This is an optimization exercise on Yosys and OpenROAD, whose aim is small area, a short achievable clock period and few clock cycles per item, not a production implementation.
The RTL was checked by simulation tests, not by an equivalence proof against the original design.

Setup of delta:
## fft1024
module fft1024
(
    input clk,
    input rst_n,
    input start,
    output reg finish,
    input clear,
    input [31:0] dout0,
    output reg oce0,
    output reg ce0,
    output reg wre0,
    output reg [10:0] ad0,
    output reg [31:0] din0,
    input [31:0] dout1,
    output reg oce1,
    output reg ce1,
    output reg wre1,
    output reg [10:0] ad1,
    output reg [31:0] din1,
    input [15:0] dout_w,
    output reg oce_w,
    output reg ce_w,
    output reg [10:0] ad_w
);
Size: about 3700 cells after synthesis, ~390 flip-flops, roughly 190 I/O pins.
==> flow/config.mk <==
export PLATFORM = sky130hd
export DESIGN_NAME = fft1024
export DESIGN_NICKNAME = fft1024
export VERILOG_FILES = /design/flow/design.v
export SDC_FILE = /design/flow/constraint.sdc
export NUM_CORES = 4
export LEC_CHECK = 0
export CAP_MARGIN = 20
export CORE_MARGIN = 2
export CORE_UTILIZATION = 40
export SLEW_MARGIN = 20
==> flow/constraint.sdc <==
create_clock -name core_clock -period 16.0 [get_ports {clk}]
set_input_delay 3.2000 -clock core_clock [delete_from_list [all_inputs] [get_ports {clk}]]
set_output_delay 3.2000 -clock core_clock [all_outputs]
set_load 0.01 [all_outputs]
standard.sh (not shown) runs the stock make flow with config.mk's settings and CLKGATE_MAP_FILE= SYNTH_SCRIPT=/design/flow/synth_recipe.tcl, a recipe that flattens the netlist after the stock synthesis.
==> flow/flow/run.sh <==
#!/bin/bash
set -o pipefail
export BUFFER_PORTS_ARGS="-buffer_cell sky130_fd_sc_hd__buf_2"
cp standard.sh standard_copy.txt 2>/dev/null
bash standard.sh > standard.log 2>&1
Testbench counts of delta, summed over its fixed seeds: cycles 122,976, ffts 12.
--- input diff delta..ember ---
--- a/flow/design.v
+++ b/flow/design.v
@@ -1526,29 +1526,35 @@
 bfly_mul mul_b (.clk(clk), .x(x1[15:0]),  .t(tw), .s(mb_s), .c(mb_c), .ci(mb_ci));
 localparam SH = 15 - MK;
 localparam WW = 31 - MK;
 wire [WW-1:0] ci_a = {{(WW-1){1'b0}}, ma_ci};
 wire [WW-1:0] ci_b = {{(WW-1){1'b0}}, mb_ci};
 wire [WW-1:0] e2_m = {WW{e2_sr}};
 wire [WW-1:0] e2_ka = {{(WW-SH-1){1'b0}}, e2_sr, {(SH-1){1'b0}}, e2_sr ^ ma_ci};
 wire [WW-1:0] e2_kb = {{(WW-SH-1){1'b0}}, e2_sr, {(SH-1){1'b0}}, e2_sr ^ mb_ci};
 wire [WW-1:0] rrr_w = (ma_s ^ e2_m) + (ma_c ^ e2_m) + e2_ka;
 wire [WW-1:0] rir_w = (mb_s ^ e2_m) + (mb_c ^ e2_m) + e2_kb;
 wire [15:0] rrr_n = rrr_w[WW-1:SH];
 wire [15:0] rir_n = rir_w[WW-1:SH];
+wire [WW-1:0] ua = {rrr, {(SH-1){1'b0}}, mb_ci};
+wire [WW-1:0] us = ua ^ mb_s ^ mb_c;
+wire [WW-1:0] uc = {(ua & mb_s) | (ua & mb_c) | (mb_s & mb_c), 1'b0};
+wire [WW-1:0] wa = {rir, {(SH-2){1'b0}}, ~ma_ci, ma_ci};
+wire [WW-1:0] ws = wa ^ ~ma_s ^ ~ma_c;
+wire [WW-1:0] wc = {(wa & ~ma_s) | (wa & ~ma_c) | (~ma_s & ~ma_c), 1'b0};
 wire [WW-1:0] rnd = {{(WW-SH){1'b0}}, {SH{1'b1}}};
-wire [WW-1:0] t0re = {x0[31:16], {SH{1'b0}}} + {rrr, {SH{1'b0}}} + mb_s + mb_c + ci_b;
-wire [WW-1:0] t1re = {x0[31:16], {SH{1'b0}}} - {rrr, {SH{1'b0}}} - mb_s - mb_c - ci_b + rnd;
-wire [WW-1:0] t0im = {x0[15:0], {SH{1'b0}}} + {rir, {SH{1'b0}}} - ma_s - ma_c - ci_a + rnd;
-wire [WW-1:0] t1im = {x0[15:0], {SH{1'b0}}} - {rir, {SH{1'b0}}} + ma_s + ma_c + ci_a;
+wire [WW-1:0] t0re = {x0[31:16], {SH{1'b0}}} + us + uc;
+wire [WW-1:0] t1re = {x0[31:16], {SH{1'b0}}} + ~us + ~uc + rnd + 2;
+wire [WW-1:0] t0im = {x0[15:0], {SH{1'b0}}} + ws + wc + rnd;
+wire [WW-1:0] t1im = {x0[15:0], {SH{1'b0}}} + ~ws + ~wc + 2;
 wire [31:0] y0 = {t0re[WW-1:SH], t0im[WW-1:SH]};
 wire [31:0] y1 = {t1re[WW-1:SH], t1im[WW-1:SH]};
 always @(posedge clk) begin
     tw <= dout_w[14:0];
     x0 <= (e2_x || !e2_b) ? dout0 : dout1;           
     rrr <= rrr_n;                                     
     rir <= rir_n;                                     
     din0 <= (e2_x || !e2_b) ? y0 : hold;              
     din1 <= e2_x ? y1 : (e2_b ? y0 : hold);           
     if (!ph)
         x1 <= (e1_x || e1_b) ? dout1 : dout0;
     else
==> comparison <==
- ember ended with every stage complete and zero timing, DRC or antenna violations.
- Area growth from synthesis to final layout in ember is 0.43 points higher than in delta
- ember improves on delta in synthesized area.
- Of delta and ember, the run reporting the lower cell area was ember.
- Comparing ember with delta, the compound-gate portion of the synthesized area came out essentially unchanged.
- Cmp delta and ember / die area / higher: delta
- [compare] base=delta new=ember: period utilization now sits lower.
- Taking delta as the reference, in ember cell depth of the worst flop-to-flop path dropped 3; initial core utilization held; time the final worst path needs with I/O delays and setup down 0.14 ns.
- delta → ember: multi-input gate share of the layout cell area saw a decrease.
Testbench counts of ember, summed over its fixed seeds: cycles 122,976, ffts 12.

---

Another version of the RTL of fft1024 (not shown whole).
Size in the first run: roughly 390 flip-flops, ~190 I/O pins, about 34000 sq um of cells after synthesis.
Settings: LEC_CHECK=0, ABC_AREA=1, CAP_MARGIN=20, CORE_MARGIN=2, CORE_UTILIZATION=40, SLEW_MARGIN=20; clock period 16.0 ns.
Scripts as last shown in full above: flow/flow/run.sh
Testbench counts at the start, summed over its fixed seeds: cycles 123,000, ffts 12.
Edit:
--- a/flow/design.v
+++ b/flow/design.v
@@ -1402,25 +1402,25 @@
         default: e0_i = u;
     endcase
 end
 wire e0_sr = e0_i > 9'd256;
 wire [10:0] e0_adre = e0_sr ? {e0_i - 9'd256, 2'b00} : {9'd256 - e0_i, 2'b00};
 wire [10:0] e0_adim = e0_sr ? {9'd0 - e0_i, 2'b00} : {e0_i, 2'b00};
 reg       e1_v, e2_v, e3_v;
 reg       e1_x, e2_x, e3_x;      
 reg       e1_b, e2_b, e3_b;      
 reg [8:0] e1_a0, e2_a0;
 reg [8:0] e1_a1, e2_a1, e3_a1;
 reg       e1_sr, e2_sr;
-wire done = run && !ph && (s == 4'd10) && !e1_v && !e2_v && !e3_v;
+wire done = run && !ph && (s == 4'd10) && !e1_v && !e2_v && !(e3_v && !e3_x);
 always @(posedge clk or negedge rst_n) begin
     if (!rst_n) begin
         run <= 1'b0;
         ph <= 1'b0;
         s <= 4'd0;
         u <= 9'd0;
         gap <= 1'b0;
         e1_v <= 1'b0;
         e2_v <= 1'b0;
         e3_v <= 1'b0;
         finish <= 1'b0;
     end
@@ -1469,25 +1469,25 @@
         e1_a0 <= e0_a0; e2_a0 <= e1_a0;
         e1_a1 <= e0_a1; e2_a1 <= e1_a1; e3_a1 <= e2_a1;
         e1_sr <= e0_sr; e2_sr <= e1_sr;
     end
 end
 wire r1_0 = e0_v && !e0_x && !e0_b;             
 wire r1_1 = e0_v && (e0_x || e0_b);             
 wire r0_0 = e1_v && (e1_x || !e1_b);            
 wire r0_1 = e1_v && !e1_x && e1_b;              
 wire w0_0 = e2_v && (e2_x || !e2_b);            
 wire w0_1 = e2_v && !e2_x && e2_b;              
 wire w1_0 = e3_v && !e3_x && !e3_b;             
-wire w1_1 = e3_v && (e3_x || e3_b);               
+wire w1_1 = (e3_v && !e3_x && e3_b) || (e2_v && e2_x);   
 always @(posedge clk or negedge rst_n) begin
     if (!rst_n) begin
         ce0 <= 1'b0; oce0 <= 1'b0; wre0 <= 1'b0;
         ce1 <= 1'b0; oce1 <= 1'b0; wre1 <= 1'b0;
         ce_w <= 1'b0; oce_w <= 1'b0;
     end
     else if (run && !done) begin
         if (!ph) begin
             ce0 <= r1_0 || r0_0;  oce0 <= r1_0 || r0_0;  wre0 <= 1'b0;
             ce1 <= r1_1 || r0_1;  oce1 <= r1_1 || r0_1;  wre1 <= 1'b0;
         end
         else begin
@@ -1501,25 +1501,25 @@
         ce1 <= 1'b0; oce1 <= 1'b0; wre1 <= 1'b0;
         ce_w <= 1'b0; oce_w <= 1'b0;
     end
 end
 always @(posedge clk) begin
     if (!ph) begin
         ad0 <= {2'b00, r1_0 ? e0_a1 : e1_a0};
         ad1 <= {2'b00, r1_1 ? e0_a1 : e1_a0};
         ad_w <= e0_adre;
     end
     else begin
         ad0 <= {2'b00, w0_0 ? e2_a0 : e3_a1};
-        ad1 <= {2'b00, w0_1 ? e2_a0 : e3_a1};
+        ad1 <= {2'b00, w0_1 ? e2_a0 : (e2_x ? e2_a1 : e3_a1)};
         ad_w <= e0_adim;
     end
 end
 reg [14:0] tw;                  
 reg [31:0] x1;                  
 reg [31:0] x0;                  
 reg [15:0] rrr, rir;            
 reg [31:0] hold;                
 localparam MK = 12;                  
 wire [30-MK:0] ma_s, ma_c, mb_s, mb_c;
 wire ma_ci, mb_ci;
 bfly_mul mul_a (.clk(clk), .x(x1[31:16]), .t(tw), .s(ma_s), .c(ma_c), .ci(ma_ci));
@@ -1545,19 +1545,19 @@
 wire [WW-1:0] t0re = {x0[31:16], {SH{1'b0}}} + us + uc;
 wire [WW-1:0] t1re = {x0[31:16], {SH{1'b0}}} + ~us + ~uc + rnd + 2;
 wire [WW-1:0] t0im = {x0[15:0], {SH{1'b0}}} + ws + wc + rnd;
 wire [WW-1:0] t1im = {x0[15:0], {SH{1'b0}}} + ~ws + ~wc + 2;
 wire [31:0] y0 = {t0re[WW-1:SH], t0im[WW-1:SH]};
 wire [31:0] y1 = {t1re[WW-1:SH], t1im[WW-1:SH]};
 always @(posedge clk) begin
     tw <= dout_w[14:0];
     x0 <= (e2_x || !e2_b) ? dout0 : dout1;           
     rrr <= rrr_n;                                     
     rir <= rir_n;                                     
     din0 <= (e2_x || !e2_b) ? y0 : hold;              
-    din1 <= (e2_b && !e2_x) ? y0 : hold;              
+    din1 <= e2_x ? y1 : (e2_b ? y0 : hold);           
     if (!ph)
         x1 <= (e1_x || e1_b) ? dout1 : dout0;
     else
         hold <= y1;
 end
 endmodule
After rerunning:
- The changed run went through all stages and came out clean
- clock-buffer cell count is higher by 6
- routed wire length is higher by 3.6%
- cell count is higher by 4.0%
- final area is higher by 2.0%
- synthesized area is higher by 2.0%
Testbench counts after the change, summed over its fixed seeds: cycles 122,976, ffts 12.

---

fft1024, a different RTL version from the one above (not shown whole).
Size: roughly 3700 cells after synthesis, about 190 I/O pins.
Settings: LEC_CHECK=0, ABC_AREA=1, CAP_MARGIN=20, CORE_MARGIN=2, CORE_UTILIZATION=60, PLACE_DENSITY=0.7, SLEW_MARGIN=20; clock period 16.0 ns.
Scripts as last shown in full above: flow/flow/run.sh
Testbench counts at the start, summed over its fixed seeds: cycles 123,000, ffts 12.
Change:
--- a/flow/design.v
+++ b/flow/design.v
@@ -1403,20 +1403,37 @@
     endcase
 end
 wire e0_sr = e0_i > 9'd256;
 wire [10:0] e0_adre = e0_sr ? {e0_i - 9'd256, 2'b00} : {9'd256 - e0_i, 2'b00};
 wire [10:0] e0_adim = e0_sr ? {9'd0 - e0_i, 2'b00} : {e0_i, 2'b00};
 reg       e1_v, e2_v, e3_v;
 reg       e1_x, e2_x, e3_x;      
 reg       e1_b, e2_b, e3_b;      
 reg [8:0] e1_a0, e2_a0;
-reg [8:0] e1_a1, e2_a1, e3_a1;
+reg [8:0] e3_a1;
+reg       e1_f, e2_f;    
 reg       e1_sr, e2_sr;
+wire s_inc = !gap && (s <= 4'd9) && (u == 9'd511);
+wire [3:0] e2_s = s - {3'd0, e2_f};
+reg  [8:0] e2_h;
+always @(*) begin
+    case (e2_s)
+        4'd0: e2_h = 9'h001;
+        4'd1: e2_h = 9'h002;
+        4'd2: e2_h = 9'h004;
+        4'd3: e2_h = 9'h008;
+        4'd4: e2_h = 9'h010;
+        4'd5: e2_h = 9'h020;
+        4'd6: e2_h = 9'h040;
+        4'd7: e2_h = 9'h080;
+        default: e2_h = 9'h100;
+    endcase
+end
 wire done = run && !ph && (s == 4'd10) && !e1_v && !e2_v && !e3_v;
 always @(posedge clk or negedge rst_n) begin
     if (!rst_n) begin
         run <= 1'b0;
         ph <= 1'b0;
         s <= 4'd0;
         u <= 9'd0;
         gap <= 1'b0;
         e1_v <= 1'b0;
@@ -1461,19 +1478,20 @@
             end
         end
     end
 end
 always @(posedge clk) begin
     if (ph) begin
         e1_x <= e0_x;   e2_x <= e1_x;   e3_x <= e2_x;
         e1_b <= e0_b;   e2_b <= e1_b;   e3_b <= e2_b;
         e1_a0 <= e0_a0; e2_a0 <= e1_a0;
-        e1_a1 <= e0_a1; e2_a1 <= e1_a1; e3_a1 <= e2_a1;
+        e3_a1 <= e2_x ? e2_a0 : (e2_a0 | e2_h);
+        e1_f <= s_inc;  e2_f <= e1_f || s_inc;
         e1_sr <= e0_sr; e2_sr <= e1_sr;
     end
 end
 wire r1_0 = e0_v && !e0_x && !e0_b;             
 wire r1_1 = e0_v && (e0_x || e0_b);             
 wire r0_0 = e1_v && (e1_x || !e1_b);            
 wire r0_1 = e1_v && !e1_x && e1_b;              
 wire w0_0 = e2_v && (e2_x || !e2_b);            
 wire w0_1 = e2_v && !e2_x && e2_b;              
=> The changed run completed with no timing, DRC or antenna violations; wire length drops by about 0.6%; global-route usage stays flat; register-to-register slack loses 0.05 ns; hold slack gains 0.0072 ns; sequential cell count drops by 16; count of clock-buffer cells in the layout climbs by 1.
Testbench counts after the change, summed over its fixed seeds: cycles 123,000, ffts 12.

==> separate check: timing with driven ports <==
Ports are ideal in the flow. The routed layouts listed here were re-timed in OpenROAD.
Step 1, drivers: a clkbuf_16 drives clk and a buf_2 each remaining input, both assumed.
Step 2 also shifts input and output timing later by t, the mid clock arrival at the registers, as if the neighbouring blocks saw the same clock.
Slacks: ideal / step 1 / step 2; pairs: ideal / step 1.
run | shift t [ns] | setup WS [ns] | worst setup path at the end | worst data-port slew with drivers (ns) | cell pins on the clock port's net
delta | 0.670 | 11.304 / 11.304 / 11.304 | register to register | 0.06 | 1
ember | 0.659 | 11.441 / 11.441 / 11.441 | register to register | 0.06 | 1
the first run of note 2 | 0.667 | 11.595 / 11.524 / 11.649 | register to register | 0.06 | 1
the second run of note 2 | 0.686 | 11.647 / 11.578 / 11.718 | register to register | 0.04 | 1
the first run of note 3 | 0.644 | 11.588 / 11.561 / 11.588 | register to register | 0.04 | 1
the second run of note 3 | 0.625 | 11.541 / 11.541 / 11.541 | register to register | 0.04 | 1
After both steps every run listed still meets setup and hold.
